This design comes from an exercise in tuning for small area and a short achievable clock period on the open sky130 flow, not from production work.
Function was not checked in any run shown here: the RTL went through the layout flow alone.
Power figures rest on the tool's default switching activity, not on a simulated workload.

==> flow/design.v <==
module multiplier (a, b, prod, qnan, infinity, zero, normal, clk);
input [15:0] a, b;
input clk;
output [15:0] prod;
output qnan, infinity, zero, normal;
reg [10:0] sa, sb;
reg [4:0] ea, eb;
reg sgn1;
always @(posedge clk) begin
  sa <= {~&a[14:10] & |a[14:10], a[9:0]};
  sb <= {~&b[14:10] & |b[14:10], b[9:0]};
  ea <= a[14:10];
  eb <= b[14:10];
  sgn1 <= a[15] ^ b[15];
end
wire a_m0 = ~|sa[9:0], b_m0 = ~|sb[9:0];
wire a_e1 = &ea, b_e1 = &eb;
wire a_n = sa[10], b_n = sb[10];
wire a_inf = a_e1 & a_m0, b_inf = b_e1 & b_m0;
wire a_zero = ~a_n & ~a_e1 & a_m0, b_zero = ~b_n & ~b_e1 & b_m0;
wire c_qnan = (a_inf & b_zero) | (b_inf & a_zero);
wire c_zero = ~a_inf & ~b_inf & (a_zero | b_zero);
wire c_fin = ~a_e1 & ~b_e1 & ~a_zero & ~b_zero;
wire [5:0] esum = ea + eb;
wire [4:0] pe_nn = ea + eb + 5'd17;
wire [4:0] c_pe0 = (a_n & b_n) ? pe_nn : a_n ? ea : b_n ? eb : 5'd15;
wire c_f0 = c_fin & (~(a_n & b_n) | (esum <= 6'd45));
wire c_f1 = c_fin & ((a_n & b_n) ? (esum <= 6'd44) : a_n ? (ea != 5'd30) : b_n ? (eb != 5'd30) : 1'b1);
wire pp_0_0 = ~(sa[0] & sb[0]);
wire pp_0_1 = ~(sa[0] & sb[1]);
wire pp_0_2 = ~(sa[0] & sb[2]);
wire pp_0_3 = ~(sa[0] & sb[3]);
wire pp_0_4 = ~(sa[0] & sb[4]);
wire pp_0_5 = ~(sa[0] & sb[5]);
wire pp_0_6 = ~(sa[0] & sb[6]);
wire pp_0_7 = ~(sa[0] & sb[7]);
wire pp_0_8 = ~(sa[0] & sb[8]);
wire pp_0_9 = ~(sa[0] & sb[9]);
wire pp_0_10 = ~(sa[0] & sb[10]);
wire pp_1_0 = ~(sa[1] & sb[0]);
wire pp_1_1 = ~(sa[1] & sb[1]);
wire pp_1_2 = ~(sa[1] & sb[2]);
wire pp_1_3 = ~(sa[1] & sb[3]);
wire pp_1_4 = ~(sa[1] & sb[4]);
wire pp_1_5 = ~(sa[1] & sb[5]);
wire pp_1_6 = ~(sa[1] & sb[6]);
wire pp_1_7 = ~(sa[1] & sb[7]);
wire pp_1_8 = ~(sa[1] & sb[8]);
wire pp_1_9 = ~(sa[1] & sb[9]);
wire pp_1_10 = ~(sa[1] & sb[10]);
wire pp_2_0 = ~(sa[2] & sb[0]);
wire pp_2_1 = ~(sa[2] & sb[1]);
wire pp_2_2 = ~(sa[2] & sb[2]);
wire pp_2_3 = ~(sa[2] & sb[3]);
wire pp_2_4 = ~(sa[2] & sb[4]);
wire pp_2_5 = ~(sa[2] & sb[5]);
wire pp_2_6 = ~(sa[2] & sb[6]);
wire pp_2_7 = ~(sa[2] & sb[7]);
wire pp_2_8 = ~(sa[2] & sb[8]);
wire pp_2_9 = ~(sa[2] & sb[9]);
wire pp_2_10 = ~(sa[2] & sb[10]);
wire pp_3_0 = ~(sa[3] & sb[0]);
wire pp_3_1 = ~(sa[3] & sb[1]);
wire pp_3_2 = ~(sa[3] & sb[2]);
wire pp_3_3 = ~(sa[3] & sb[3]);
wire pp_3_4 = ~(sa[3] & sb[4]);
wire pp_3_5 = ~(sa[3] & sb[5]);
wire pp_3_6 = ~(sa[3] & sb[6]);
wire pp_3_7 = ~(sa[3] & sb[7]);
wire pp_3_8 = ~(sa[3] & sb[8]);
wire pp_3_9 = ~(sa[3] & sb[9]);
wire pp_3_10 = ~(sa[3] & sb[10]);
wire pp_4_0 = ~(sa[4] & sb[0]);
wire pp_4_1 = ~(sa[4] & sb[1]);
wire pp_4_2 = ~(sa[4] & sb[2]);
wire pp_4_3 = ~(sa[4] & sb[3]);
wire pp_4_4 = ~(sa[4] & sb[4]);
wire pp_4_5 = ~(sa[4] & sb[5]);
wire pp_4_6 = ~(sa[4] & sb[6]);
wire pp_4_7 = ~(sa[4] & sb[7]);
wire pp_4_8 = ~(sa[4] & sb[8]);
wire pp_4_9 = ~(sa[4] & sb[9]);
wire pp_4_10 = ~(sa[4] & sb[10]);
wire pp_5_0 = ~(sa[5] & sb[0]);
wire pp_5_1 = ~(sa[5] & sb[1]);
wire pp_5_2 = ~(sa[5] & sb[2]);
wire pp_5_3 = ~(sa[5] & sb[3]);
wire pp_5_4 = ~(sa[5] & sb[4]);
wire pp_5_5 = ~(sa[5] & sb[5]);
wire pp_5_6 = ~(sa[5] & sb[6]);
wire pp_5_7 = ~(sa[5] & sb[7]);
wire pp_5_8 = ~(sa[5] & sb[8]);
wire pp_5_9 = ~(sa[5] & sb[9]);
wire pp_5_10 = ~(sa[5] & sb[10]);
wire pp_6_0 = ~(sa[6] & sb[0]);
wire pp_6_1 = ~(sa[6] & sb[1]);
wire pp_6_2 = ~(sa[6] & sb[2]);
wire pp_6_3 = ~(sa[6] & sb[3]);
wire pp_6_4 = ~(sa[6] & sb[4]);
wire pp_6_5 = ~(sa[6] & sb[5]);
wire pp_6_6 = ~(sa[6] & sb[6]);
wire pp_6_7 = ~(sa[6] & sb[7]);
wire pp_6_8 = ~(sa[6] & sb[8]);
wire pp_6_9 = ~(sa[6] & sb[9]);
wire pp_6_10 = ~(sa[6] & sb[10]);
wire pp_7_0 = ~(sa[7] & sb[0]);
wire pp_7_1 = ~(sa[7] & sb[1]);
wire pp_7_2 = ~(sa[7] & sb[2]);
wire pp_7_3 = ~(sa[7] & sb[3]);
wire pp_7_4 = ~(sa[7] & sb[4]);
wire pp_7_5 = ~(sa[7] & sb[5]);
wire pp_7_6 = ~(sa[7] & sb[6]);
wire pp_7_7 = ~(sa[7] & sb[7]);
wire pp_7_8 = ~(sa[7] & sb[8]);
wire pp_7_9 = ~(sa[7] & sb[9]);
wire pp_7_10 = ~(sa[7] & sb[10]);
wire pp_8_0 = ~(sa[8] & sb[0]);
wire pp_8_1 = ~(sa[8] & sb[1]);
wire pp_8_2 = ~(sa[8] & sb[2]);
wire pp_8_3 = ~(sa[8] & sb[3]);
wire pp_8_4 = ~(sa[8] & sb[4]);
wire pp_8_5 = ~(sa[8] & sb[5]);
wire pp_8_6 = ~(sa[8] & sb[6]);
wire pp_8_7 = ~(sa[8] & sb[7]);
wire pp_8_8 = ~(sa[8] & sb[8]);
wire pp_8_9 = ~(sa[8] & sb[9]);
wire pp_8_10 = ~(sa[8] & sb[10]);
wire pp_9_0 = ~(sa[9] & sb[0]);
wire pp_9_1 = ~(sa[9] & sb[1]);
wire pp_9_2 = ~(sa[9] & sb[2]);
wire pp_9_3 = ~(sa[9] & sb[3]);
wire pp_9_4 = ~(sa[9] & sb[4]);
wire pp_9_5 = ~(sa[9] & sb[5]);
wire pp_9_6 = ~(sa[9] & sb[6]);
wire pp_9_7 = ~(sa[9] & sb[7]);
wire pp_9_8 = ~(sa[9] & sb[8]);
wire pp_9_9 = ~(sa[9] & sb[9]);
wire pp_9_10 = ~(sa[9] & sb[10]);
wire pp_10_0 = ~(sa[10] & sb[0]);
wire pp_10_1 = ~(sa[10] & sb[1]);
wire pp_10_2 = ~(sa[10] & sb[2]);
wire pp_10_3 = ~(sa[10] & sb[3]);
wire pp_10_4 = ~(sa[10] & sb[4]);
wire pp_10_5 = ~(sa[10] & sb[5]);
wire pp_10_6 = ~(sa[10] & sb[6]);
wire pp_10_7 = ~(sa[10] & sb[7]);
wire pp_10_8 = ~(sa[10] & sb[8]);
wire pp_10_9 = ~(sa[10] & sb[9]);
wire pp_10_10 = ~(sa[10] & sb[10]);
wire s1, c2, s3, c4, s5, c6, s7, c8, s9, c10, s11, c12, s13, c14, s15, c16, s17, c18, s19, c20, s21, c22, s23, c24, s25, c26, s27, c28, s29, c30, s31, c32, s33, c34, s35, c36, s37, c38, s39, c40, s41, c42, s43, c44, s45, c46, s47, c48, s49, c50, s51, c52, s53, c54, s55, c56, s57, c58, s59, c60, s61, c62, s63, c64, s65, c66, s67, c68, s69, c70, s71, c72, s73, c74, s75, c76, s77, c78, s79, c80, s81, c82, s83, c84, s85, c86, s87, c88, s89, c90, s91, c92, s93, c94, s95, c96, s97, c98, s99, c100, s101, c102, s103, c104, s105, c106, s107, c108, s109, c110, s111, c112, s113, c114, s115, c116, s117, c118, s119, c120, s121, c122, s123, c124, s125, c126, s127, c128, s129, c130, s131, c132, s133, c134, s135, c136, s137, c138, s139, c140, s141, c142, s143, c144, s145, c146, s147, c148, s149, c150, s151, c152, s153, c154, s155, c156, s157, c158, s159, c160, s161, c162, s163, c164, s165, c166, s167, c168, s169, c170, s171, c172, s173, c174, s175, c176, s177, c178, s179, c180;
nhs us1 (.a(pp_0_2), .b(pp_1_1), .y(s1));
nhc uc2 (.a(pp_0_2), .b(pp_1_1), .y(c2));
fa us3 (.y(pp_0_3), .x(pp_1_2), .cin(pp_2_1), .sum(s3), .cout(c4));
nhs us5 (.a(pp_3_0), .b(c2), .y(s5));
nhc uc6 (.a(pp_3_0), .b(c2), .y(c6));
fa us7 (.y(pp_0_4), .x(pp_1_3), .cin(pp_2_2), .sum(s7), .cout(c8));
fa us9 (.y(pp_3_1), .x(pp_4_0), .cin(c6), .sum(s9), .cout(c10));
nhs us11 (.a(c4), .b(s7), .y(s11));
nhc uc12 (.a(c4), .b(s7), .y(c12));
fa us13 (.y(pp_0_5), .x(pp_1_4), .cin(pp_2_3), .sum(s13), .cout(c14));
fa us15 (.y(pp_3_2), .x(pp_4_1), .cin(pp_5_0), .sum(s15), .cout(c16));
fa us17 (.y(c8), .x(s13), .cin(s15), .sum(s17), .cout(c18));
nhs us19 (.a(c12), .b(c10), .y(s19));
nhc uc20 (.a(c12), .b(c10), .y(c20));
fa us21 (.y(pp_0_6), .x(pp_1_5), .cin(pp_2_4), .sum(s21), .cout(c22));
fa us23 (.y(pp_3_3), .x(pp_4_2), .cin(pp_5_1), .sum(s23), .cout(c24));
fa us25 (.y(pp_6_0), .x(c14), .cin(c16), .sum(s25), .cout(c26));
fa us27 (.y(s21), .x(s23), .cin(c18), .sum(s27), .cout(c28));
nhs us29 (.a(s25), .b(c20), .y(s29));
nhc uc30 (.a(s25), .b(c20), .y(c30));
fa us31 (.y(pp_0_7), .x(pp_1_6), .cin(pp_2_5), .sum(s31), .cout(c32));
fa us33 (.y(pp_3_4), .x(pp_4_3), .cin(pp_5_2), .sum(s33), .cout(c34));
fa us35 (.y(pp_6_1), .x(pp_7_0), .cin(c22), .sum(s35), .cout(c36));
fa us37 (.y(c24), .x(s31), .cin(s33), .sum(s37), .cout(c38));
fa us39 (.y(c26), .x(s35), .cin(s37), .sum(s39), .cout(c40));
nhs us41 (.a(c30), .b(c28), .y(s41));
nhc uc42 (.a(c30), .b(c28), .y(c42));
fa us43 (.y(pp_0_8), .x(pp_1_7), .cin(pp_2_6), .sum(s43), .cout(c44));
fa us45 (.y(pp_3_5), .x(pp_4_4), .cin(pp_5_3), .sum(s45), .cout(c46));
fa us47 (.y(pp_6_2), .x(pp_7_1), .cin(pp_8_0), .sum(s47), .cout(c48));
fa us49 (.y(c32), .x(c34), .cin(s43), .sum(s49), .cout(c50));
fa us51 (.y(s45), .x(s47), .cin(c36), .sum(s51), .cout(c52));
fa us53 (.y(c38), .x(s49), .cin(s51), .sum(s53), .cout(c54));
nhs us55 (.a(c40), .b(c42), .y(s55));
nhc uc56 (.a(c40), .b(c42), .y(c56));
fa us57 (.y(pp_0_9), .x(pp_1_8), .cin(pp_2_7), .sum(s57), .cout(c58));
fa us59 (.y(pp_3_6), .x(pp_4_5), .cin(pp_5_4), .sum(s59), .cout(c60));
fa us61 (.y(pp_6_3), .x(pp_7_2), .cin(pp_8_1), .sum(s61), .cout(c62));
fa us63 (.y(pp_9_0), .x(c44), .cin(c46), .sum(s63), .cout(c64));
fa us65 (.y(c48), .x(s57), .cin(s59), .sum(s65), .cout(c66));
fa us67 (.y(s61), .x(c50), .cin(s63), .sum(s67), .cout(c68));
fa us69 (.y(s65), .x(c52), .cin(s67), .sum(s69), .cout(c70));
nhs us71 (.a(c54), .b(c56), .y(s71));
nhc uc72 (.a(c54), .b(c56), .y(c72));
fa us73 (.y(pp_0_10), .x(pp_10_0), .cin(pp_1_9), .sum(s73), .cout(c74));
fa us75 (.y(pp_2_8), .x(pp_3_7), .cin(pp_4_6), .sum(s75), .cout(c76));
fa us77 (.y(pp_5_5), .x(pp_6_4), .cin(pp_7_3), .sum(s77), .cout(c78));
fa us79 (.y(pp_8_2), .x(pp_9_1), .cin(c58), .sum(s79), .cout(c80));
fa us81 (.y(c60), .x(c62), .cin(s73), .sum(s81), .cout(c82));
fa us83 (.y(s75), .x(s77), .cin(c64), .sum(s83), .cout(c84));
fa us85 (.y(s79), .x(c66), .cin(s81), .sum(s85), .cout(c86));
fa us87 (.y(c68), .x(s83), .cin(s85), .sum(s87), .cout(c88));
nhs us89 (.a(c70), .b(s87), .y(s89));
nhc uc90 (.a(c70), .b(s87), .y(c90));
fa us91 (.y(pp_10_1), .x(pp_1_10), .cin(pp_2_9), .sum(s91), .cout(c92));
fa us93 (.y(pp_3_8), .x(pp_4_7), .cin(pp_5_6), .sum(s93), .cout(c94));
fa us95 (.y(pp_6_5), .x(pp_7_4), .cin(pp_8_3), .sum(s95), .cout(c96));
fa us97 (.y(pp_9_2), .x(c74), .cin(c76), .sum(s97), .cout(c98));
fa us99 (.y(c78), .x(s91), .cin(s93), .sum(s99), .cout(c100));
fa us101 (.y(s95), .x(c80), .cin(c82), .sum(s101), .cout(c102));
fa us103 (.y(s97), .x(s99), .cin(c84), .sum(s103), .cout(c104));
fa us105 (.y(c86), .x(s101), .cin(s103), .sum(s105), .cout(c106));
nhs us107 (.a(c88), .b(c90), .y(s107));
nhc uc108 (.a(c88), .b(c90), .y(c108));
fa us109 (.y(pp_10_2), .x(pp_2_10), .cin(pp_3_9), .sum(s109), .cout(c110));
fa us111 (.y(pp_4_8), .x(pp_5_7), .cin(pp_6_6), .sum(s111), .cout(c112));
fa us113 (.y(pp_7_5), .x(pp_8_4), .cin(pp_9_3), .sum(s113), .cout(c114));
fa us115 (.y(c92), .x(c94), .cin(c96), .sum(s115), .cout(c116));
fa us117 (.y(s109), .x(s111), .cin(s113), .sum(s117), .cout(c118));
fa us119 (.y(c98), .x(c100), .cin(s115), .sum(s119), .cout(c120));
fa us121 (.y(s117), .x(c102), .cin(s119), .sum(s121), .cout(c122));
fa us123 (.y(c104), .x(s121), .cin(c106), .sum(s123), .cout(c124));
fa us125 (.y(pp_10_3), .x(pp_3_10), .cin(pp_4_9), .sum(s125), .cout(c126));
fa us127 (.y(pp_5_8), .x(pp_6_7), .cin(pp_7_6), .sum(s127), .cout(c128));
fa us129 (.y(pp_8_5), .x(pp_9_4), .cin(c110), .sum(s129), .cout(c130));
fa us131 (.y(c112), .x(c114), .cin(s125), .sum(s131), .cout(c132));
fa us133 (.y(s127), .x(c116), .cin(s129), .sum(s133), .cout(c134));
fa us135 (.y(c118), .x(s131), .cin(c120), .sum(s135), .cout(c136));
fa us137 (.y(s133), .x(c122), .cin(s135), .sum(s137), .cout(c138));
fa us139 (.y(pp_10_4), .x(pp_4_10), .cin(pp_5_9), .sum(s139), .cout(c140));
fa us141 (.y(pp_6_8), .x(pp_7_7), .cin(pp_8_6), .sum(s141), .cout(c142));
fa us143 (.y(pp_9_5), .x(c126), .cin(c128), .sum(s143), .cout(c144));
fa us145 (.y(s139), .x(s141), .cin(c130), .sum(s145), .cout(c146));
fa us147 (.y(c132), .x(s143), .cin(c134), .sum(s147), .cout(c148));
fa us149 (.y(s145), .x(c136), .cin(s147), .sum(s149), .cout(c150));
fa us151 (.y(pp_10_5), .x(pp_5_10), .cin(pp_6_9), .sum(s151), .cout(c152));
fa us153 (.y(pp_7_8), .x(pp_8_7), .cin(pp_9_6), .sum(s153), .cout(c154));
fa us155 (.y(c140), .x(c142), .cin(s151), .sum(s155), .cout(c156));
fa us157 (.y(s153), .x(c144), .cin(s155), .sum(s157), .cout(c158));
fa us159 (.y(c146), .x(s157), .cin(c148), .sum(s159), .cout(c160));
fa us161 (.y(pp_10_6), .x(pp_6_10), .cin(pp_7_9), .sum(s161), .cout(c162));
fa us163 (.y(pp_8_8), .x(pp_9_7), .cin(c152), .sum(s163), .cout(c164));
fa us165 (.y(c154), .x(s161), .cin(c156), .sum(s165), .cout(c166));
fa us167 (.y(s163), .x(c158), .cin(s165), .sum(s167), .cout(c168));
fa us169 (.y(pp_10_7), .x(pp_7_10), .cin(pp_8_9), .sum(s169), .cout(c170));
fa us171 (.y(pp_9_8), .x(c162), .cin(s169), .sum(s171), .cout(c172));
fa us173 (.y(c164), .x(s171), .cin(c166), .sum(s173), .cout(c174));
fa us175 (.y(pp_10_8), .x(pp_8_10), .cin(pp_9_9), .sum(s175), .cout(c176));
fa us177 (.y(c170), .x(s175), .cin(c172), .sum(s177), .cout(c178));
fa us179 (.y(pp_10_9), .x(pp_9_10), .cin(c176), .sum(s179), .cout(c180));
wire [21:0] rowa = ~{1'b1, pp_10_10, s179, s177, s173, s167, c150, c138, s137, c108, s105, c72, s69, s53, s39, s29, s17, s11, s5, pp_2_0, pp_0_1, pp_0_0};
wire [21:0] rowb = ~{1'b1, c180, c178, c174, c168, c160, s159, s149, c124, s123, s107, s89, s71, s55, s41, s27, s19, s9, s3, s1, pp_1_0, 1'b1};
wire [21:0] an = ~rowa, bn = ~rowb;
wire [21:0] pg_g = an & bn;
wire [21:0] pg_p = an ^ bn;
wire G0_1 = pg_g[1] | (pg_p[1] & (an[0] | bn[0]));
wire G0_2 = pg_g[2] | (pg_p[2] & pg_g[1]);
wire P0_2 = pg_p[2] & pg_p[1];
wire G0_3 = pg_g[3] | (pg_p[3] & pg_g[2]);
wire P0_3 = pg_p[3] & pg_p[2];
wire G0_4 = pg_g[4] | (pg_p[4] & pg_g[3]);
wire P0_4 = pg_p[4] & pg_p[3];
wire G0_5 = pg_g[5] | (pg_p[5] & pg_g[4]);
wire P0_5 = pg_p[5] & pg_p[4];
wire G0_6 = pg_g[6] | (pg_p[6] & pg_g[5]);
wire P0_6 = pg_p[6] & pg_p[5];
wire G0_7 = pg_g[7] | (pg_p[7] & pg_g[6]);
wire P0_7 = pg_p[7] & pg_p[6];
wire G0_8 = pg_g[8] | (pg_p[8] & pg_g[7]);
wire P0_8 = pg_p[8] & pg_p[7];
wire G0_9 = pg_g[9] | (pg_p[9] & pg_g[8]);
wire P0_9 = pg_p[9] & pg_p[8];
wire G0_10 = pg_g[10] | (pg_p[10] & pg_g[9]);
wire P0_10 = pg_p[10] & pg_p[9];
wire G0_11 = pg_g[11] | (pg_p[11] & pg_g[10]);
wire P0_11 = pg_p[11] & pg_p[10];
wire G0_12 = pg_g[12] | (pg_p[12] & pg_g[11]);
wire P0_12 = pg_p[12] & pg_p[11];
wire G0_13 = pg_g[13] | (pg_p[13] & pg_g[12]);
wire P0_13 = pg_p[13] & pg_p[12];
wire G0_14 = pg_g[14] | (pg_p[14] & pg_g[13]);
wire P0_14 = pg_p[14] & pg_p[13];
wire G0_15 = pg_g[15] | (pg_p[15] & pg_g[14]);
wire P0_15 = pg_p[15] & pg_p[14];
wire G0_16 = pg_g[16] | (pg_p[16] & pg_g[15]);
wire P0_16 = pg_p[16] & pg_p[15];
wire G0_17 = pg_g[17] | (pg_p[17] & pg_g[16]);
wire P0_17 = pg_p[17] & pg_p[16];
wire G0_18 = pg_g[18] | (pg_p[18] & pg_g[17]);
wire P0_18 = pg_p[18] & pg_p[17];
wire G0_19 = pg_g[19] | (pg_p[19] & pg_g[18]);
wire P0_19 = pg_p[19] & pg_p[18];
wire G0_20 = pg_g[20] | (pg_p[20] & pg_g[19]);
wire P0_20 = pg_p[20] & pg_p[19];
wire G0_21 = pg_g[21] | (pg_p[21] & pg_g[20]);
wire P0_21 = pg_p[21] & pg_p[20];
wire G1_2 = G0_2 | (P0_2 & (an[0] | bn[0]));
wire G1_3 = G0_3 | (P0_3 & G0_1);
wire G1_4 = G0_4 | (P0_4 & G0_2);
wire P1_4 = P0_4 & P0_2;
wire G1_5 = G0_5 | (P0_5 & G0_3);
wire P1_5 = P0_5 & P0_3;
wire G1_6 = G0_6 | (P0_6 & G0_4);
wire P1_6 = P0_6 & P0_4;
wire G1_7 = G0_7 | (P0_7 & G0_5);
wire P1_7 = P0_7 & P0_5;
wire G1_8 = G0_8 | (P0_8 & G0_6);
wire P1_8 = P0_8 & P0_6;
wire G1_9 = G0_9 | (P0_9 & G0_7);
wire P1_9 = P0_9 & P0_7;
wire G1_10 = G0_10 | (P0_10 & G0_8);
wire P1_10 = P0_10 & P0_8;
wire G1_11 = G0_11 | (P0_11 & G0_9);
wire P1_11 = P0_11 & P0_9;
wire G1_12 = G0_12 | (P0_12 & G0_10);
wire P1_12 = P0_12 & P0_10;
wire G1_13 = G0_13 | (P0_13 & G0_11);
wire P1_13 = P0_13 & P0_11;
wire G1_14 = G0_14 | (P0_14 & G0_12);
wire P1_14 = P0_14 & P0_12;
wire G1_15 = G0_15 | (P0_15 & G0_13);
wire P1_15 = P0_15 & P0_13;
wire G1_16 = G0_16 | (P0_16 & G0_14);
wire P1_16 = P0_16 & P0_14;
wire G1_17 = G0_17 | (P0_17 & G0_15);
wire P1_17 = P0_17 & P0_15;
wire G1_18 = G0_18 | (P0_18 & G0_16);
wire P1_18 = P0_18 & P0_16;
wire G1_19 = G0_19 | (P0_19 & G0_17);
wire P1_19 = P0_19 & P0_17;
wire G1_20 = G0_20 | (P0_20 & G0_18);
wire P1_20 = P0_20 & P0_18;
wire G1_21 = G0_21 | (P0_21 & G0_19);
wire P1_21 = P0_21 & P0_19;
wire G2_4 = G1_4 | (P1_4 & (an[0] | bn[0]));
wire G2_5 = G1_5 | (P1_5 & G0_1);
wire G2_6 = G1_6 | (P1_6 & G1_2);
wire G2_7 = G1_7 | (P1_7 & G1_3);
wire G2_8 = G1_8 | (P1_8 & G1_4);
wire P2_8 = P1_8 & P1_4;
wire G2_9 = G1_9 | (P1_9 & G1_5);
wire P2_9 = P1_9 & P1_5;
wire G2_10 = G1_10 | (P1_10 & G1_6);
wire P2_10 = P1_10 & P1_6;
wire G2_11 = G1_11 | (P1_11 & G1_7);
wire P2_11 = P1_11 & P1_7;
wire G2_12 = G1_12 | (P1_12 & G1_8);
wire P2_12 = P1_12 & P1_8;
wire G2_13 = G1_13 | (P1_13 & G1_9);
wire P2_13 = P1_13 & P1_9;
wire G2_14 = G1_14 | (P1_14 & G1_10);
wire P2_14 = P1_14 & P1_10;
wire G2_15 = G1_15 | (P1_15 & G1_11);
wire P2_15 = P1_15 & P1_11;
wire G2_16 = G1_16 | (P1_16 & G1_12);
wire P2_16 = P1_16 & P1_12;
wire G2_17 = G1_17 | (P1_17 & G1_13);
wire P2_17 = P1_17 & P1_13;
wire G2_18 = G1_18 | (P1_18 & G1_14);
wire P2_18 = P1_18 & P1_14;
wire G2_19 = G1_19 | (P1_19 & G1_15);
wire P2_19 = P1_19 & P1_15;
wire G2_20 = G1_20 | (P1_20 & G1_16);
wire P2_20 = P1_20 & P1_16;
wire G2_21 = G1_21 | (P1_21 & G1_17);
wire P2_21 = P1_21 & P1_17;
wire G3_8 = G2_8 | (P2_8 & (an[0] | bn[0]));
wire G3_9 = G2_9 | (P2_9 & G0_1);
wire G3_10 = G2_10 | (P2_10 & G1_2);
wire G3_11 = G2_11 | (P2_11 & G1_3);
wire G3_12 = G2_12 | (P2_12 & G2_4);
wire G3_13 = G2_13 | (P2_13 & G2_5);
wire G3_14 = G2_14 | (P2_14 & G2_6);
wire G3_15 = G2_15 | (P2_15 & G2_7);
wire G3_16 = G2_16 | (P2_16 & G2_8);
wire P3_16 = P2_16 & P2_8;
wire G3_17 = G2_17 | (P2_17 & G2_9);
wire P3_17 = P2_17 & P2_9;
wire G3_18 = G2_18 | (P2_18 & G2_10);
wire P3_18 = P2_18 & P2_10;
wire G3_19 = G2_19 | (P2_19 & G2_11);
wire P3_19 = P2_19 & P2_11;
wire G3_20 = G2_20 | (P2_20 & G2_12);
wire P3_20 = P2_20 & P2_12;
wire G3_21 = G2_21 | (P2_21 & G2_13);
wire P3_21 = P2_21 & P2_13;
wire G4_16 = G3_16 | (P3_16 & (an[0] | bn[0]));
wire G4_17 = G3_17 | (P3_17 & G0_1);
wire G4_18 = G3_18 | (P3_18 & G1_2);
wire G4_19 = G3_19 | (P3_19 & G1_3);
wire G4_20 = G3_20 | (P3_20 & G2_4);
wire G4_21 = G3_21 | (P3_21 & G2_5);
wire [22:0] ncy;
assign ncy[0] = 1'b1;
assign ncy[1] = (an[0] | bn[0]);
assign ncy[2] = G0_1;
assign ncy[3] = G1_2;
assign ncy[4] = G1_3;
assign ncy[5] = G2_4;
assign ncy[6] = G2_5;
assign ncy[7] = G2_6;
assign ncy[8] = G2_7;
assign ncy[9] = G3_8;
assign ncy[10] = G3_9;
assign ncy[11] = G3_10;
assign ncy[12] = G3_11;
assign ncy[13] = G3_12;
assign ncy[14] = G3_13;
assign ncy[15] = G3_14;
assign ncy[16] = G3_15;
assign ncy[17] = G4_16;
assign ncy[18] = G4_17;
assign ncy[19] = G4_18;
assign ncy[20] = G4_19;
assign ncy[21] = G4_20;
assign ncy[22] = G4_21;
wire [21:0] raw = ~(pg_p ^ ncy[21:0]);
reg [11:0] r2;
reg sgn2;
reg [4:0] pe2;
reg q2, z2, f12, f012, idef2;
always @(posedge clk) begin
  r2 <= raw[21:10];
  sgn2 <= sgn1;
  pe2 <= c_pe0;
  q2 <= c_qnan;
  z2 <= c_zero;
  f12 <= c_f1;
  f012 <= c_f0 & ~c_f1;
  idef2 <= ~c_qnan & ~c_zero & ~c_f0;
end
wire hi = r2[11];
wire fin = f12 | (f012 & ~hi);
wire [9:0] sig = hi ? r2[10:1] : r2[9:0];
wire [4:0] pe = pe2 + hi;
assign qnan = q2;
assign zero = z2;
assign normal = fin;
assign infinity = idef2 | (f012 & hi);
assign prod[15] = sgn2;
assign prod[14:10] = fin ? pe : {5{~z2}};
assign prod[9] = fin ? sig[9] : q2;
assign prod[8:0] = fin ? sig[8:0] : {3'b000, q2, 1'b0, q2, 1'b0, q2, 1'b0};
endmodule
module nhs (a, b, y);
input a, b;
output y;
assign y = ~(a ^ b);
endmodule
module nhc (a, b, y);
input a, b;
output y;
assign y = a | b;
endmodule
module fa (x, y, cin, sum, cout);
input x, y, cin;
output sum, cout;
assign sum = x ^ y ^ cin;
assign cout = (x & y) | (x & cin) | (y & cin);
endmodule
==> flow/run.sh <==
#!/bin/bash
# synth_recipe.tcl (not shown) runs the flow's synth.tcl, then flattens the netlist and writes it again
# the make line also repeats each setting of config.mk as NAME=value (left out here)
make -C /OpenROAD-flow-scripts/flow DESIGN_CONFIG=/design/flow/config.mk WORK_HOME=/design/flow/orfs CLKGATE_MAP_FILE= SYNTH_SCRIPT=/design/flow/synth_recipe.tcl finish
==> flow/config.mk <==
export PLATFORM = sky130hd
export DESIGN_NAME = multiplier
export DESIGN_NICKNAME = multiplier
export VERILOG_FILES = /design/flow/design.v
export SDC_FILE = /design/flow/constraint.sdc
export NUM_CORES = 4
export LEC_CHECK = 0
export CAP_MARGIN = 20
export CORE_MARGIN = 2
export CORE_UTILIZATION = 40
export SLEW_MARGIN = 20
export SYNTH_HIERARCHICAL = 1
==> flow/constraint.sdc <==
create_clock -name core_clock -period 12.0 [get_ports {clk}]
set_input_delay 2.4000 -clock core_clock [delete_from_list [all_inputs] [get_ports {clk}]]
set_output_delay 2.4000 -clock core_clock [all_outputs]
set_load 0.01 [all_outputs]
==> results of run 1 <==
Yosys stat by module (local to each module, per instance):
| module | flops+latches | cell area [µm²] | times used | cells inside |
|---|---|---|---|---|
| fa | 0 | 20.0 | 80 | 1 |
| nhs | 0 | 8.76 | 10 | 1 |
| nhc | 0 | 6.26 | 10 | 1 |
| multiplier | 56 | 3580 | 1 | 477 |
cell usage in the layout (no fill, tap or decap), types with 2 or more instances in the layout:
master,netlist,layout
or2_1,10,10
nand3_1,8,8
and2_1,4,4
a221o_1,2,2
nor2_1,32,32
xnor2_1,23,23
dfxtp_1,56,56
a31oi_1,7,7
o211ai_1,2,2
ha_1,32,32
o21ai_0,16,16
xor2_1,8,8
a21oi_1,29,29
nor2b_1,4,4
o22ai_1,2,2
nand2_1,135,135
a21o_1,10,10
a31o_2,2,2
nor3_1,6,6
o21a_1,5,5
a211oi_1,2,2
and3_1,3,3
nand4_1,5,5
clkdlybuf4s50_1,0,52
or4_1,2,2
fa_1,83,83
and4_1,3,3
mux2i_1,15,15
nor4_1,7,7
clkbuf_16,0,5
inv_1,16,16
cell usage after synthesis, drive strengths merged (6+ instances only):
library cell  number
mux2i             15
a31oi              7
nor2              32
ha                32
xnor2             23
clkbuf            30
nor4               7
a21o              10
nor3               6
inv               16
dfxtp             56
nand2            135
xor2               8
fa                83
o21ai             17
or2               10
a21oi             30
nand3              8
layout make-up:
cell class / instances / area [µm²] / share of cell area
clock buffers: 6 / 129 / 0.0211
clock inverters: 2 / 38.8 / 0.00634
inverters: 16 / 60.1 / 0.00982
multi-input cells: 473 / 4030 / 0.658
flip-flops and latches: 56 / 1120 / 0.183
well taps: 176 / 220 / 0.0360
repair buffers: 52 / 520 / 0.0851
worst max path at each step:
stage,slack (ps),endpoint,from
6_report,6750,prod[9],r2[11]
5_1_grt,6440,prod[3],r2[11]
4_1_cts,6680,prod[9],r2[11]
3_5_place_dp,6880,r2[7],sa[10]
3_3_place_gp,6940,r2[7],sa[10]
2_1_floorplan,7000,r2[9],sa[10]
flip-flops by register name, indices dropped and copies added (netlist names), 5 cells and up:
register,flops
ea,5
sa,11
sb,11
pe2,5
r2,12
eb,5
metrics by stage:
step,util,setup slack [ps],power (mW),area (µm²),hold WS [ps]
final,0.466,6750,1.49,6120,339
after global routing,0.466,6440,1.63,6120,347
after CTS,0.466,6680,1.50,6120,342
after detailed placement,0.453,6880,1.33,5950,323
after global placement,0.453,6940,1.32,5950,318
after floorplan,-,7000,1.05,5330,310
per-layer routing:
layer | vias to the layer above | wire length [µm] | global-route usage
li1 | 1971 | - | -
met2 | 94 | 6320 | 0.312
met1 | 2066 | 5140 | 0.224
met3 | 17 | 451 | 0.0206
met4 | 0 | 229 | 0.0551
met5 | - | 0 | 0
power groups by stage:
stage / registers [mW] / logic (mW) / clock network (mW)
3_5_place_dp: 0.278 / 1.05 / 0
2_1_floorplan: 0.251 / 0.795 / 0
3_3_place_gp: 0.277 / 1.04 / 0
5_1_grt: 0.279 / 1.17 / 0.177
6_report: 0.273 / 1.05 / 0.168
4_1_cts: 0.274 / 1.05 / 0.173
cell families (layout without fill, tap and decap cells):
family | count (synthesis) | count (layout) | share of synthesized area
AO/OA/AOI/OAI | 89 | 89 | 0.107
XOR/XNOR | 31 | 31 | 0.0509
adder cells (fa/ha/maj) | 115 | 115 | 0.387
buffers and inverters | 48 | 76 | 0.0345
flip-flops | 56 | 56 | 0.210
multiplexers | 15 | 15 | 0.0282
AND/OR/NAND/NOR | 223 | 223 | 0.182
worst max-delay path, stage by stage, from the launching register on:
cell	delay, ps
dfxtp_1	740
inv_1	90
a21oi_1	530
inv_1	340
nor2_1	280
a21oi_1	70
clkdlybuf4s50_1	490
==> impl_metrics.yaml, run 1 <==
setup_path:
  cp_max_fo: 13
  end_kind: "output pin"
  worstPathRequired_ps: 9600
  critPathArrivalTime_ps: 2850
  reg2reg_depth: 12
  r2r_end: "r2[7]"
  startpoint_type: "register"
  path_class: "register to output pin"
  r2r_start: "sa[10]"
  rrSetupSlack_ps: 6840
global_routing:
  antenna_found_initial: 0
  grt_pass1_wl_um: 20300
  first_global_vias: 4292
  grt_max_degree: 28
  grt_overflow: 0
  grt_usage: 0.176
power:
  ir_drop_v: 0.000142
  p_int_mw: 0.806
  p_clk_frac: 0.113
  power.switching_mw: 0.682
  leakage_nw: 2.42
  power_frac_comb: 0.703
  power_frac_seq: 0.184
  pwr_density_cell_nw_per_um2: 243
  p_sw_frac: 0.459
place:
  gp_congestion: 0.840
  place_inst: 773
  dp_hpwl_um: 9620
  io_buffers: 52
synth:
  syn-mean-instance-area_um2: 9.24
  synthFlopType: "dfxtp_1"
  synth_seq_cells: 56
  ys_types: 48
  synth_area_leader_cell: "fa_1"
  synth_top_cells_by_area: "fa_1 31%, dfxtp_1 21%, nand2_1 9.5%"
  synthArstFlopShare: 0
  synth_cells: 577
  syn_nets: 725
  synth_edf_count: 0
  synth_top_area_share: 0.312
  syn_area_um2: 5330
  ys.warnings.count: 7
  yosysSeqAreaShare: 0.210
detailed_routing:
  drt_wl_total_um: 12100
  post_drt_via_cell_ratio: 5.31
  drt_pass1_iterations: 4
  wl_per_cell_um: 15.5
  first_iter_violations: 222
  via_count: 4148
  ant_nets: 0
  drc: 0
timing:
  timing.slew.headroom: 0.369
  slew_viol_final: 0
  fin_tns_setup_ps: 0
  fin_crit_sh: 0.437
  rsz0062_at_grt: "false"
  period_minus_slack_ps: 5250
  skew_ps: 7.30
  max_freq_mhz: 191
  setup_viol: 0
  worstMarginPinSlew_ps: 946
  hold_viol: 0
die:
  num_rows: 42
  io-pin-count: 53
  fp.dieH_um: 119
  initial_utilization: 0.406
  core_area_um2: 13100
  die-area_um2: 14300
  die_w_um: 119
clocking:
  htreeDepth: 2
  ctsRootBufferMaster: "clkbuf_16"
  cts_setup_buffers: 0
  cts_tree: "done"
  insertion_delay_ps: 300
  clk_pin_slew_ps: 70
  clk_path_buf_depth: 2
  cts_sinks: 56
  cts_buffers: 5
  post_cts_resize_count: 0
  postCtsHoldBufs: 0
min_path:
  hp-class: "register to register"
  worstHoldPathCells: 0
  holdPathEnd: "sgn2"
  min-delay-start: "sgn1"
run:
  maxCapViolCount: 0
finish:
  final_cell_count_no_fill: 781
  diodes: 0
  fill_cells: 1288
  syn2layout_area_growth_pct: 14.7
  final_layout_size_suffix_gt1_frac: 0.0198
  nets: 752
run_status:
  status: "complete, no violations"
==> run 2, diff against run 1 <==
--- a/flow/config.mk
+++ b/flow/config.mk
@@ -9,4 +9,3 @@
 export CORE_MARGIN = 2
 export CORE_UTILIZATION = 40
 export SLEW_MARGIN = 20
-export SYNTH_HIERARCHICAL = 1
==> run 2 against run 1 <==
Largest power group unchanged; setup slack got worse by 26 ps; largest cell class unchanged; critical path type unchanged; sequential share of layout area shrank 1.2 points; maximum frequency is 0.50% lower; synthesized area increased by 7.7%; clock skew decreased by 2.4 ps; sequential cell count unchanged; cell count rose by 8.8%; count of clock-buffer cells in the layout decreased by 1; core utilization increased by 0.35 points; first-iteration DRC count is 27% lower.
==> impl_metrics.yaml, run 2 <==
detailed_routing:
  via_count: 4295
  first_iter_violations: 163
  post_drt_via_cell_ratio: 5.05
  drt_pass1_iterations: 4
  drt_wl_total_um: 12900
  wl_per_cell_um: 15.1
  drc: 0
  ant_nets: 0
synth:
  yosysMostFrequentCell: "inv_1"
  synthFlopType: "dfxtp_1"
  synth_cells: 637
  synth_top_cells_by_area: "fa_1 30%, dfxtp_1 20%, and2_1 9.4%"
  yosysSeqAreaShare: 0.195
  ys.warnings.count: 1
  synth_commonest_cells: "109 x inv_1, 86 x and2_1, 85 x fa_1"
  syn-mean-instance-area_um2: 9.01
  ys_types: 48
  synth_edf_count: 0
  synth_top_area_share: 0.296
  syn_nets: 797
  synthArstFlopShare: 0
  syn_area_um2: 5740
  synth_seq_cells: 56
  synth_area_leader_cell: "fa_1"
timing:
  hold_viol: 0
  max_freq_mhz: 190
  setup_viol: 0
  period_minus_slack_ps: 5280
  rsz0062_at_grt: "false"
  worstMarginPinSlew_ps: 788
  skew_ps: 4.88
  fin_crit_sh: 0.440
  slew_viol_final: 0
  whs_ps: 329
  timing.slew.headroom: 0.474
  fin_tns_setup_ps: 0
die:
  die_w_um: 124
  fp.dieH_um: 124
  core_area_um2: 13900
  io-pin-count: 53
  initial_utilization: 0.412
  num_rows: 43
  die-area_um2: 15300
place:
  dp_hpwl_um: 10400
  place_inst: 842
  io_buffers: 52
  gp_congestion: 0.845
global_routing:
  antenna_found_initial: 0
  grt_usage: 0.189
  grt_max_degree: 23
  grt_pass1_wl_um: 22600
  grt_overflow: 0
  first_global_vias: 4714
setup_path:
  worstPathBufferInverterCount: 3
  startpoint_type: "register"
  cp_cell_sequence: "inv_1 -> a21oi_1 -> inv_1 -> nor2_1 -> a21oi_1 -> clkdlybuf4s50_1"
  critPathArrivalTime_ps: 2880
  cpMaxStageDelayCell: "dfxtp_1"
  path_class: "register to output pin"
  end_kind: "output pin"
  crit_family: "buffers and inverters"
  max_stage_delay_ps: 730
  worstPathRequired_ps: 9600
  cp_max_fo: 13
power:
  p_total_mw: 1.41
  leakage_nw: 3.05
  p_clk_frac: 0.107
  p_sw_frac: 0.449
  p_int_mw: 0.776
  pwr_density_cell_nw_per_um2: 215
  ir_drop_v: 0.000142
  power_frac_comb: 0.699
  power.switching_mw: 0.632
  power_frac_seq: 0.194
clocking:
  cts_buffers: 5
  htreeDepth: 2
  cts_sinks: 56
  postCtsHoldBufs: 0
  ctsRootBufferMaster: "clkbuf_16"
  post_cts_resize_count: 0
  cts_setup_buffers: 0
  clk_pin_slew_ps: 70
  insertion_delay_ps: 300
  cts_tree: "done"
  clk_path_buf_depth: 2
finish:
  largest_reg_flops: 12
  largestRegisters: "r2: 12 flops, sa: 11 flops, sb: 11 flops"
  final_cell_mix: "109 x inv_1, 86 x and2_1, 85 x fa_1"
  syn2layout_area_growth_pct: 13.8
  final_cell_count_no_fill: 850
  diodes: 0
  top_register: "r2"
  nets: 829
  final_layout_size_suffix_gt1_frac: 0.0239
  final_common_cell: "inv_1"
min_path:
  hp-class: "register to register"
run:
  maxCapViolCount: 0
run_status:
  status: "complete, no violations"
-- run 2: final cells by class --
cell class | count | area (µm²)
Sequential cell | 56 | 1120
Multi-Input combinational cell | 445 | 4110
Tap cell | 180 | 225
Fill cell | 1334 | 7400
Clock buffer | 5 | 125
Clock inverter | 3 | 27.5
Timing Repair Buffer | 52 | 520
Inverter | 109 | 409
-- run 2: cells by family after synthesis --
group	count (synthesis)	share of synthesized area
simple gates	207	0.189
buf+inv	136	0.0896
fa+ha+maj	127	0.388
compound gates	81	0.0893
flops	56	0.195
xor+xnor	17	0.0259
mux	13	0.0227
-- run 2: final timing paths --
kind / from / endpoint / slack, ps / cells past startpoint
setup reg to reg: sa[10] / r2[9] / 7050 / 12
hold / removal: sgn1 / sgn2 / 330 / 0
hold reg to reg: sgn1 / sgn2 / 330 / 0
setup / recovery: r2[11] / prod[3] / 6720 / 6
-- run 2: power groups by stage --
stage               Clock, mW  Sequential (mW)  Combinational [mW]
global placement            0            0.277               0.972
detailed placement          0            0.278               0.990
CTS                     0.155            0.274               0.995
finish                  0.151            0.273               0.984
floorplan                   0            0.251               0.755
global route            0.162            0.278                1.13
-- run 2: metal layers --
| metal | track usage | up-vias | wire length, µm |
|---|---|---|---|
| li1 | - | 2054 | - |
| met1 | 0.240 | 2141 | 5560 |
| met2 | 0.338 | 86 | 6500 |
| met3 | 0.0234 | 14 | 566 |
| met4 | 0.0511 | 0 | 231 |
| met5 | 0 | - | 0 |
-- run 2: metrics by stage --
step / instance area (µm²) / worst slack [ps] / utilization
final: 6540 / 6720 / 0.469
after global routing: 6540 / 6350 / 0.469
after CTS: 6540 / 6680 / 0.469
after detailed placement: 6380 / 7010 / 0.458
after global placement: 6380 / 7090 / 0.458
after floorplan: 5740 / 7250 / -
==> run 3, diff against run 2 <==
--- a/flow/design.v
+++ b/flow/design.v
@@ -15,7 +15,7 @@
 end
 wire a_m0 = ~|sa[9:0], b_m0 = ~|sb[9:0];
 wire a_e1 = &ea, b_e1 = &eb;
-wire a_n = sa[10], b_n = sb[10];
+wire a_n = ~a_e1 & |ea, b_n = ~b_e1 & |eb;
 wire a_inf = a_e1 & a_m0, b_inf = b_e1 & b_m0;
 wire a_zero = ~a_n & ~a_e1 & a_m0, b_zero = ~b_n & ~b_e1 & b_m0;
 wire c_qnan = (a_inf & b_zero) | (b_inf & a_zero);
@@ -415,32 +415,32 @@
 assign ncy[21] = G4_20;
 assign ncy[22] = G4_21;
 wire [21:0] raw = ~(pg_p ^ ncy[21:0]);
+wire [4:0] c_pe1 = c_pe0 + 5'd1;
 reg [11:0] r2;
-reg sgn2;
-reg [4:0] pe2;
-reg q2, z2, f12, f012, idef2;
+reg sgn2, q2, z2, f02, f12;
+reg [4:0] e02, e12;
+reg hin2;
 always @(posedge clk) begin
   r2 <= raw[21:10];
+  hin2 <= ~raw[21];
   sgn2 <= sgn1;
-  pe2 <= c_pe0;
   q2 <= c_qnan;
   z2 <= c_zero;
+  f02 <= c_f0;
   f12 <= c_f1;
-  f012 <= c_f0 & ~c_f1;
-  idef2 <= ~c_qnan & ~c_zero & ~c_f0;
+  e02 <= c_f0 ? c_pe0 : {5{~c_zero}};
+  e12 <= c_f1 ? c_pe1 : {5{~c_zero}};
 end
 wire hi = r2[11];
-wire fin = f12 | (f012 & ~hi);
-wire [9:0] sig = hi ? r2[10:1] : r2[9:0];
-wire [4:0] pe = pe2 + hi;
+wire lo = hin2;
+wire fin = (hi & f12) | (lo & f02);
 assign qnan = q2;
 assign zero = z2;
 assign normal = fin;
-assign infinity = idef2 | (f012 & hi);
+assign infinity = ~(q2 | z2 | fin);
 assign prod[15] = sgn2;
-assign prod[14:10] = fin ? pe : {5{~z2}};
-assign prod[9] = fin ? sig[9] : q2;
-assign prod[8:0] = fin ? sig[8:0] : {3'b000, q2, 1'b0, q2, 1'b0, q2, 1'b0};
+assign prod[14:10] = ({5{hi}} & e12) | ({5{lo}} & e02);
+assign prod[9:0] = ({10{hi & f12}} & r2[10:1]) | ({10{lo & f02}} & r2[9:0]) | {q2, 3'b000, q2, 1'b0, q2, 1'b0, q2, 1'b0};
 endmodule
 module nhs (a, b, y);
 input a, b;
--- a/flow/config.mk
+++ b/flow/config.mk
@@ -9,3 +9,4 @@
 export CORE_MARGIN = 2
 export CORE_UTILIZATION = 40
 export SLEW_MARGIN = 20
+export SYNTH_HIERARCHICAL = 1
==> run 3 against run 2 <==
Still clean on timing, DRC and antenna; setup slack better by 170 ps; maximum frequency is 3.3% higher; first-iteration DRC count is 56% higher; non-clock buffer count stayed put; synthesized cell count is 12% lower; critical endpoint is now r2[10]; highest routed layer unchanged.
==> impl_metrics.yaml, run 3 <==
timing:
  whs_ps: 327
  period_minus_slack_ps: 5110
  fin_tns_setup_ps: 0
  max_freq_mhz: 196
  timing.slew.headroom: 0.458
  slew_viol_final: 0
  skew_ps: 6.82
  hold_viol: 0
  fin_crit_sh: 0.425
  setup_viol: 0
  worstMarginPinSlew_ps: 813
  rsz0062_at_grt: "false"
setup_path:
  r2r_end: "r2[10]"
  path_class: "register to register"
  startpoint_type: "register"
  worstPathRequired_ps: 12220
  cp_max_fo: 12
  reg2reg_depth: 15
  critPathArrivalTime_ps: 5330
  r2r_start: "sb[5]"
  rrSetupSlack_ps: 6890
  end_kind: "register"
clocking:
  htreeDepth: 3
  cts_buffers: 9
  clk_pin_slew_ps: 60
  cts_sinks: 61
  cts_setup_buffers: 0
  postCtsHoldBufs: 0
  insertion_delay_ps: 340
  clk_path_buf_depth: 2
  ctsRootBufferMaster: "clkbuf_16"
  cts_tree: "done"
  post_cts_resize_count: 0
finish:
  utilization: 0.481
  fin_area_um2: 6390
  multiInputGateArea_um2: 4100
  final_common_cell: "nand2_1"
  diodes: 0
  top_register: "r2"
  seqCellArea_um2: 1220
  syn2layout_area_growth_pct: 16.5
  nets: 745
  fill_cells: 1262
  final_layout_size_suffix_gt1_frac: 0.0581
  largestRegisters: "r2: 12 flops, sa: 11 flops, sb: 11 flops"
  largest_reg_flops: 12
  final_cell_mix: "133 x nand2_1, 84 x fa_1, 61 x dfxtp_1"
synth:
  syn_nets: 710
  yosysSeqAreaShare: 0.223
  synth_cells: 562
  synthArstFlopShare: 0
  synthFlopType: "dfxtp_1"
  syn_area_um2: 5490
  ys_types: 60
  synth_seq_cells: 61
  syn-mean-instance-area_um2: 9.76
  yosysMostFrequentCell: "nand2_1"
  synth_top_area_share: 0.306
  synth_commonest_cells: "133 x nand2_1, 84 x fa_1, 61 x dfxtp_1"
  synth_edf_count: 0
  ys.warnings.count: 7
  synth_area_leader_cell: "fa_1"
  synth_top_cells_by_area: "fa_1 31%, dfxtp_1 22%, nand2_1 9.1%"
die:
  die_w_um: 121
  initial_utilization: 0.413
  core_area_um2: 13300
  fp.dieH_um: 121
  io-pin-count: 53
  die-area_um2: 14700
  num_rows: 42
run_status:
  status: "complete, no violations"
min_path:
  holdPathEnd: "sgn2"
  hp-class: "register to register"
  worstHoldPathCells: 0
  min-delay-start: "sgn1"
place:
  io_buffers: 52
  post_dp_cell_area_um2: 6120
  gp_congestion: 0.888
  dp_hpwl_um: 10200
detailed_routing:
  ant_nets: 0
  wl_per_cell_um: 16.1
  route.top_layer_used: "met4"
  drc: 0
  drt_pass1_iterations: 4
  dr_wl_met3_um: 570
  via_count: 4162
  m1WireLength_um: 5390
  first_iter_violations: 255
  drt_wl_total_um: 12500
  post_drt_via_cell_ratio: 5.35
  wl_met2_um: 6160
global_routing:
  antenna_found_initial: 0
  grt_usage: 0.187
  grt_overflow: 0
  grt_pass1_wl_um: 21300
  grt_max_degree: 13
  first_global_vias: 4366
run:
  maxCapViolCount: 0
power:
  leakage_nw: 2.51
  pwr_density_cell_nw_per_um2: 248
  ir_drop_v: 0.000169
-- run 3: per-layer routing --
metal / global-route usage / vias to the layer above
met2: 0.310 / 114
met4: 0.0872 / 0
met3: 0.0296 / 24
met5: 0 / -
li1: - / 1979
met1: 0.240 / 2045
-- run 3: per-module statistics from Yosys (local to each module, per instance) --
module | flops+latches | copies in the design | cells inside | cell area (µm²)
nhs | 0 | 10 | 1 | 8.76
multiplier | 61 | 1 | 462 | 3730
fa | 0 | 80 | 1 | 20.0
nhc | 0 | 10 | 1 | 6.26
-- run 3: per-stage QoR --
step,cells,power [mW],setup WS (ps)
after floorplan,562,1.08,7170
after global placement,762,1.34,7040
after detailed placement,762,1.35,6920
after CTS,778,1.59,6910
after global routing,778,1.74,6650
final,778,1.58,6890
-- run 3: how the worst max path moves through the flow --
stage / start / to
4_1_cts: sb[5] / r2[10]
6_report: sb[5] / r2[10]
2_1_floorplan: sb[8] / r2[10]
3_5_place_dp: sb[5] / r2[10]
3_3_place_gp: sb[8] / r2[10]
5_1_grt: sb[5] / r2[10]
-- run 3: area by class of cell --
cell class / count / area share
clock inverter: 7 / 0.00802
tap: 176 / 0.0344
inverter: 16 / 0.00939
sequential: 61 / 0.191
clock buffer: 9 / 0.0352
multi-input combinational: 457 / 0.641
timing repair buffer: 52 / 0.0814
-- run 3: critical path, stage by stage, from the launching register on --
cell and delay [ps]:
dfxtp_1 650, nand2_1 170, fa_1 450, fa_1 380, fa_1 410, fa_1 460, fa_1 390, fa_1 370
ha_1 380, a21o_1 180, a21o_1 170, a21o_1 190, a21oi_1 180, o21ai_0 110, a221o_1 370, xnor2_1 130
-- run 3: power breakdown --
group | internal (mW) | total, mW | switching [mW]
Combinational | 0.508 | 1.05 | 0.543
Sequential | 0.258 | 0.294 | 0.0359
Clock | 0.140 | 0.240 | 0.0999
-- run 3: kinds of logic after synthesis --
kind of cell               count (synthesis)  share of synthesized area
xor gates and xnor gates                  30                     0.0479
muxes                                      8                     0.0173
AOI/OAI and AO/OA                         98                      0.136
buffers and inverters                     44                     0.0310
DFF                                       61                      0.223
adders and majority gates                115                      0.377
and+or+nand+nor                          206                      0.168
==> run 4, diff against run 3 <==
--- a/flow/design.v
+++ b/flow/design.v
@@ -13,7 +13,8 @@
   eb <= b[14:10];
   sgn1 <= a[15] ^ b[15];
 end
-wire a_m0 = ~|sa[9:0], b_m0 = ~|sb[9:0];
+wire b_m0 = ~|sb[9:0];
+wire a_m0 = ~|sa[9:0];
 wire a_e1 = &ea, b_e1 = &eb;
 wire a_n = ~a_e1 & |ea, b_n = ~b_e1 & |eb;
 wire a_inf = a_e1 & a_m0, b_inf = b_e1 & b_m0;
@@ -24,6 +25,7 @@
 wire [5:0] esum = ea + eb;
 wire [4:0] pe_nn = ea + eb + 5'd17;
 wire [4:0] c_pe0 = (a_n & b_n) ? pe_nn : a_n ? ea : b_n ? eb : 5'd15;
+wire [4:0] c_pe1 = c_pe0 + 5'd1;
 wire c_f0 = c_fin & (~(a_n & b_n) | (esum <= 6'd45));
 wire c_f1 = c_fin & ((a_n & b_n) ? (esum <= 6'd44) : a_n ? (ea != 5'd30) : b_n ? (eb != 5'd30) : 1'b1);
 wire pp_0_0 = ~(sa[0] & sb[0]);
@@ -248,53 +250,52 @@
 fa us175 (.y(pp_10_8), .x(pp_8_10), .cin(pp_9_9), .sum(s175), .cout(c176));
 fa us177 (.y(c170), .x(s175), .cin(c172), .sum(s177), .cout(c178));
 fa us179 (.y(pp_10_9), .x(pp_9_10), .cin(c176), .sum(s179), .cout(c180));
-wire [21:0] rowa = ~{1'b1, pp_10_10, s179, s177, s173, s167, c150, c138, s137, c108, s105, c72, s69, s53, s39, s29, s17, s11, s5, pp_2_0, pp_0_1, pp_0_0};
-wire [21:0] rowb = ~{1'b1, c180, c178, c174, c168, c160, s159, s149, c124, s123, s107, s89, s71, s55, s41, s27, s19, s9, s3, s1, pp_1_0, 1'b1};
-wire [21:0] an = ~rowa, bn = ~rowb;
-wire [21:0] pg_g = an & bn;
-wire [21:0] pg_p = an ^ bn;
-wire G0_1 = pg_g[1] | (pg_p[1] & (an[0] | bn[0]));
-wire G0_2 = pg_g[2] | (pg_p[2] & pg_g[1]);
-wire P0_2 = pg_p[2] & pg_p[1];
-wire G0_3 = pg_g[3] | (pg_p[3] & pg_g[2]);
-wire P0_3 = pg_p[3] & pg_p[2];
-wire G0_4 = pg_g[4] | (pg_p[4] & pg_g[3]);
-wire P0_4 = pg_p[4] & pg_p[3];
-wire G0_5 = pg_g[5] | (pg_p[5] & pg_g[4]);
-wire P0_5 = pg_p[5] & pg_p[4];
-wire G0_6 = pg_g[6] | (pg_p[6] & pg_g[5]);
-wire P0_6 = pg_p[6] & pg_p[5];
-wire G0_7 = pg_g[7] | (pg_p[7] & pg_g[6]);
-wire P0_7 = pg_p[7] & pg_p[6];
-wire G0_8 = pg_g[8] | (pg_p[8] & pg_g[7]);
-wire P0_8 = pg_p[8] & pg_p[7];
-wire G0_9 = pg_g[9] | (pg_p[9] & pg_g[8]);
-wire P0_9 = pg_p[9] & pg_p[8];
-wire G0_10 = pg_g[10] | (pg_p[10] & pg_g[9]);
-wire P0_10 = pg_p[10] & pg_p[9];
-wire G0_11 = pg_g[11] | (pg_p[11] & pg_g[10]);
-wire P0_11 = pg_p[11] & pg_p[10];
-wire G0_12 = pg_g[12] | (pg_p[12] & pg_g[11]);
-wire P0_12 = pg_p[12] & pg_p[11];
-wire G0_13 = pg_g[13] | (pg_p[13] & pg_g[12]);
-wire P0_13 = pg_p[13] & pg_p[12];
-wire G0_14 = pg_g[14] | (pg_p[14] & pg_g[13]);
-wire P0_14 = pg_p[14] & pg_p[13];
-wire G0_15 = pg_g[15] | (pg_p[15] & pg_g[14]);
-wire P0_15 = pg_p[15] & pg_p[14];
-wire G0_16 = pg_g[16] | (pg_p[16] & pg_g[15]);
-wire P0_16 = pg_p[16] & pg_p[15];
-wire G0_17 = pg_g[17] | (pg_p[17] & pg_g[16]);
-wire P0_17 = pg_p[17] & pg_p[16];
-wire G0_18 = pg_g[18] | (pg_p[18] & pg_g[17]);
-wire P0_18 = pg_p[18] & pg_p[17];
-wire G0_19 = pg_g[19] | (pg_p[19] & pg_g[18]);
-wire P0_19 = pg_p[19] & pg_p[18];
-wire G0_20 = pg_g[20] | (pg_p[20] & pg_g[19]);
-wire P0_20 = pg_p[20] & pg_p[19];
-wire G0_21 = pg_g[21] | (pg_p[21] & pg_g[20]);
-wire P0_21 = pg_p[21] & pg_p[20];
-wire G1_2 = G0_2 | (P0_2 & (an[0] | bn[0]));
+wire [21:0] ra_n = {1'b1, pp_10_10, s179, s177, s173, s167, c150, c138, s137, c108, s105, c72, s69, s53, s39, s29, s17, s11, s5, pp_2_0, pp_0_1, pp_0_0};
+wire [21:0] rb_n = {1'b1, c180, c178, c174, c168, c160, s159, s149, c124, s123, s107, s89, s71, s55, s41, s27, s19, s9, s3, s1, pp_1_0, 1'b1};
+wire [21:0] ck = ra_n & rb_n;
+wire [21:0] cp = ra_n ^ rb_n;
+wire G0_1 = ck[1] | (cp[1] & (ra_n[0] | rb_n[0]));
+wire G0_2 = ck[2] | (cp[2] & ck[1]);
+wire P0_2 = cp[2] & cp[1];
+wire G0_3 = ck[3] | (cp[3] & ck[2]);
+wire P0_3 = cp[3] & cp[2];
+wire G0_4 = ck[4] | (cp[4] & ck[3]);
+wire P0_4 = cp[4] & cp[3];
+wire G0_5 = ck[5] | (cp[5] & ck[4]);
+wire P0_5 = cp[5] & cp[4];
+wire G0_6 = ck[6] | (cp[6] & ck[5]);
+wire P0_6 = cp[6] & cp[5];
+wire G0_7 = ck[7] | (cp[7] & ck[6]);
+wire P0_7 = cp[7] & cp[6];
+wire G0_8 = ck[8] | (cp[8] & ck[7]);
+wire P0_8 = cp[8] & cp[7];
+wire G0_9 = ck[9] | (cp[9] & ck[8]);
+wire P0_9 = cp[9] & cp[8];
+wire G0_10 = ck[10] | (cp[10] & ck[9]);
+wire P0_10 = cp[10] & cp[9];
+wire G0_11 = ck[11] | (cp[11] & ck[10]);
+wire P0_11 = cp[11] & cp[10];
+wire G0_12 = ck[12] | (cp[12] & ck[11]);
+wire P0_12 = cp[12] & cp[11];
+wire G0_13 = ck[13] | (cp[13] & ck[12]);
+wire P0_13 = cp[13] & cp[12];
+wire G0_14 = ck[14] | (cp[14] & ck[13]);
+wire P0_14 = cp[14] & cp[13];
+wire G0_15 = ck[15] | (cp[15] & ck[14]);
+wire P0_15 = cp[15] & cp[14];
+wire G0_16 = ck[16] | (cp[16] & ck[15]);
+wire P0_16 = cp[16] & cp[15];
+wire G0_17 = ck[17] | (cp[17] & ck[16]);
+wire P0_17 = cp[17] & cp[16];
+wire G0_18 = ck[18] | (cp[18] & ck[17]);
+wire P0_18 = cp[18] & cp[17];
+wire G0_19 = ck[19] | (cp[19] & ck[18]);
+wire P0_19 = cp[19] & cp[18];
+wire G0_20 = ck[20] | (cp[20] & ck[19]);
+wire P0_20 = cp[20] & cp[19];
+wire G0_21 = ck[21] | (cp[21] & ck[20]);
+wire P0_21 = cp[21] & cp[20];
+wire G1_2 = G0_2 | (P0_2 & (ra_n[0] | rb_n[0]));
 wire G1_3 = G0_3 | (P0_3 & G0_1);
 wire G1_4 = G0_4 | (P0_4 & G0_2);
 wire P1_4 = P0_4 & P0_2;
@@ -332,7 +333,7 @@
 wire P1_20 = P0_20 & P0_18;
 wire G1_21 = G0_21 | (P0_21 & G0_19);
 wire P1_21 = P0_21 & P0_19;
-wire G2_4 = G1_4 | (P1_4 & (an[0] | bn[0]));
+wire G2_4 = G1_4 | (P1_4 & (ra_n[0] | rb_n[0]));
 wire G2_5 = G1_5 | (P1_5 & G0_1);
 wire G2_6 = G1_6 | (P1_6 & G1_2);
 wire G2_7 = G1_7 | (P1_7 & G1_3);
@@ -364,7 +365,7 @@
 wire P2_20 = P1_20 & P1_16;
 wire G2_21 = G1_21 | (P1_21 & G1_17);
 wire P2_21 = P1_21 & P1_17;
-wire G3_8 = G2_8 | (P2_8 & (an[0] | bn[0]));
+wire G3_8 = G2_8 | (P2_8 & (ra_n[0] | rb_n[0]));
 wire G3_9 = G2_9 | (P2_9 & G0_1);
 wire G3_10 = G2_10 | (P2_10 & G1_2);
 wire G3_11 = G2_11 | (P2_11 & G1_3);
@@ -384,7 +385,7 @@
 wire P3_20 = P2_20 & P2_12;
 wire G3_21 = G2_21 | (P2_21 & G2_13);
 wire P3_21 = P2_21 & P2_13;
-wire G4_16 = G3_16 | (P3_16 & (an[0] | bn[0]));
+wire G4_16 = G3_16 | (P3_16 & (ra_n[0] | rb_n[0]));
 wire G4_17 = G3_17 | (P3_17 & G0_1);
 wire G4_18 = G3_18 | (P3_18 & G1_2);
 wire G4_19 = G3_19 | (P3_19 & G1_3);
@@ -392,7 +393,7 @@
 wire G4_21 = G3_21 | (P3_21 & G2_5);
 wire [22:0] ncy;
 assign ncy[0] = 1'b1;
-assign ncy[1] = (an[0] | bn[0]);
+assign ncy[1] = (ra_n[0] | rb_n[0]);
 assign ncy[2] = G0_1;
 assign ncy[3] = G1_2;
 assign ncy[4] = G1_3;
@@ -414,12 +415,10 @@
 assign ncy[20] = G4_19;
 assign ncy[21] = G4_20;
 assign ncy[22] = G4_21;
-wire [21:0] raw = ~(pg_p ^ ncy[21:0]);
-wire [4:0] c_pe1 = c_pe0 + 5'd1;
+wire [21:0] raw = ~(cp ^ ncy[21:0]);
 reg [11:0] r2;
-reg sgn2, q2, z2, f02, f12;
+reg hin2, sgn2, q2, z2, f02, f12;
 reg [4:0] e02, e12;
-reg hin2;
 always @(posedge clk) begin
   r2 <= raw[21:10];
   hin2 <= ~raw[21];
==> run 4 against run 3 <==
Critical path type unchanged; critical endpoint is now r2[7]; still clean on timing, DRC and antenna; die area increased by 3.0%; hold slack got worse by 1.2 ps; highest routed layer unchanged; clock skew is 1.2 ps lower.
==> impl_metrics.yaml, run 4 <==
finish:
  final_cell_count_no_fill: 818
  syn2layout_area_growth_pct: 16.1
  final_layout_size_suffix_gt1_frac: 0.0439
  fin_area_um2: 6570
  largest_reg_flops: 12
  fill_cells: 1327
  nets: 782
  final_cell_mix: "137 x nand2_1, 84 x fa_1, 61 x dfxtp_1"
  final_common_cell: "nand2_1"
  largestRegisters: "r2: 12 flops, sa: 11 flops, sb: 11 flops"
  top_register: "r2"
  utilization: 0.475
  diodes: 0
synth:
  synth_commonest_cells: "137 x nand2_1, 84 x fa_1, 61 x dfxtp_1"
  syn_area_um2: 5660
  synthArstFlopShare: 0
  synth_area_leader_cell: "fa_1"
  syn_nets: 752
  synth_top_area_share: 0.297
  ys_types: 56
  synth_top_cells_by_area: "fa_1 30%, dfxtp_1 22%, nand2_1 9.1%"
  ys.warnings.count: 7
  synth_edf_count: 0
  synth_seq_cells: 61
  yosysMostFrequentCell: "nand2_1"
  synthFlopType: "dfxtp_1"
  synth_cells: 604
  syn-mean-instance-area_um2: 9.37
  yosysSeqAreaShare: 0.216
setup_path:
  max_stage_delay_ps: 610
  cp_cell_sequence: "nand2_1 -> fa_1 -> fa_1 -> fa_1 -> fa_1 -> fa_1 -> fa_1 -> ha_1 -> a21oi_1 -> o21bai_1 -> a21oi_1 -> mux2_2 -> a311oi_1 -> o221ai_1"
  crit_top_cell: "fa_1"
  critPathArrivalTime_ps: 5080
  end_kind: "register"
  startpoint_type: "register"
  r2r_start: "sb[5]"
  cp_max_fo: 12
  worstPathBufferInverterCount: 0
  crit_start: "sb[5]"
  cpMaxStageDelayCell: "dfxtp_1"
  path_class: "register to register"
  worstPathRequired_ps: 12190
  crit_family: "adder cells"
clocking:
  post_cts_resize_count: 0
  clk_pin_slew_ps: 50
  cts_setup_buffers: 0
  postCtsHoldBufs: 0
  ctsRootBufferMaster: "clkbuf_16"
  cts_buffers: 9
  cts_tree: "done"
  clk_path_buf_depth: 2
  htreeDepth: 3
  insertion_delay_ps: 330
  cts_sinks: 61
global_routing:
  grt_overflow: 0
  first_global_vias: 4689
  grt_max_degree: 13
  antenna_found_initial: 0
  grt_pass1_wl_um: 23400
  grt_usage: 0.201
run_status:
  status: "complete, no violations"
place:
  dp_hpwl_um: 11000
  io_buffers: 52
  place_inst: 803
  post_dp_cell_area_um2: 6270
  gp_congestion: 0.911
  place_ws_ps: 7130
detailed_routing:
  post_drt_via_cell_ratio: 5.56
  ant_nets: 0
  drc: 0
  wl_per_cell_um: 17.0
  drt_pass1_iterations: 5
  via_count: 4547
  drt_wl_total_um: 13900
  first_iter_violations: 250
timing:
  worstMarginPinSlew_ps: 622
  fin_ws_ps: 7110
  slew_viol_final: 0
  hold_viol: 0
  fin_tns_setup_ps: 0
  max_freq_mhz: 205
  rsz0062_at_grt: "false"
  fin_crit_sh: 0.407
  timing.slew.headroom: 0.583
  skew_ps: 5.57
  setup_viol: 0
  period_minus_slack_ps: 4890
min_path:
  hp-class: "register to register"
  min-delay-start: "sgn1"
die:
  num_rows: 43
  die-area_um2: 15100
  fp.dieH_um: 123
  io-pin-count: 53
  core_area_um2: 13800
  initial_utilization: 0.409
  die_w_um: 123
power:
  p_clk_frac: 0.145
  leakage_nw: 2.53
  power_frac_comb: 0.683
  p_sw_frac: 0.450
  pwr_density_cell_nw_per_um2: 263
  ir_drop_v: 0.000154
  p_int_mw: 0.948
  power.switching_mw: 0.776
  power_frac_seq: 0.171
run:
  maxCapViolCount: 0
## run 4: modules after synthesis (local to each module, per instance)
module / flops+latches / copies in the design / area (µm²)
fa: 0 / 80 / 20.0
multiplier: 61 / 1 / 3900
nhc: 0 / 10 / 6.26
nhs: 0 / 10 / 8.76
## run 4: final timing paths
| kind | to | slack, ps | cells after the start |
|---|---|---|---|
| worst max register to register | r2[7] | 7110 | 14 |
| worst min-delay path | sgn2 | 330 | 0 |
| worst max-delay path | r2[7] | 7110 | 14 |
| worst min register to register | sgn2 | 330 | 0 |
## run 4: power groups by stage
stage          combinational, mW  sequential, mW  clock (mW)
4_1_cts                     1.18           0.295       0.256
2_1_floorplan              0.868           0.278           0
3_5_place_dp                1.17           0.300           0
6_report                    1.18           0.295       0.251
5_1_grt                     1.32           0.302       0.266
3_3_place_gp                1.16           0.299           0
## run 4: cell families after synthesis
kind of cell,count (synthesis),synth area share
buffers and inverters,54,0.0376
flip-flops,61,0.216
AND/OR/NAND/NOR,231,0.183
adder cells (fa/ha/maj),115,0.366
AO/OA/AOI/OAI,113,0.147
multiplexers,6,0.0135
XOR/XNOR,24,0.0372
## run 4: metal layers
layer,GRT usage,wire (µm),vias up
li1,-,-,2139
met1,0.267,6280,2242
met2,0.331,6610,143
met3,0.0314,688,23
met4,0.0761,345,0
met5,0,0,-
## run 4: area by class of cell
| class | instances | area (µm²) | area share |
|---|---|---|---|
| Clock inverter | 2 | 16.3 | 0.00248 |
| Clock buffer | 13 | 280 | 0.0427 |
| Multi-Input combinational cell | 489 | 4220 | 0.643 |
| Inverter | 21 | 78.8 | 0.0120 |
| Sequential cell | 61 | 1220 | 0.186 |
| Tap cell | 180 | 225 | 0.0343 |
| Timing Repair Buffer | 52 | 520 | 0.0793 |
## run 4: per-stage QoR
| step | power, mW | hold slack [ps] |
|---|---|---|
| 3_3_place_gp | 1.46 | 312 |
| 2_1_floorplan | 1.15 | 310 |
| 6_report | 1.72 | 326 |
| 3_5_place_dp | 1.47 | 316 |
| 5_1_grt | 1.89 | 340 |
| 4_1_cts | 1.73 | 328 |

Check on run 4: ideal ports give 7.113 ns setup slack; a clkbuf_16 on the clock port and buf_2 on the inputs give 7.113 ns; moving port delays by the midpoint clock arrival (0.366 ns) as well gives 7.113 ns.
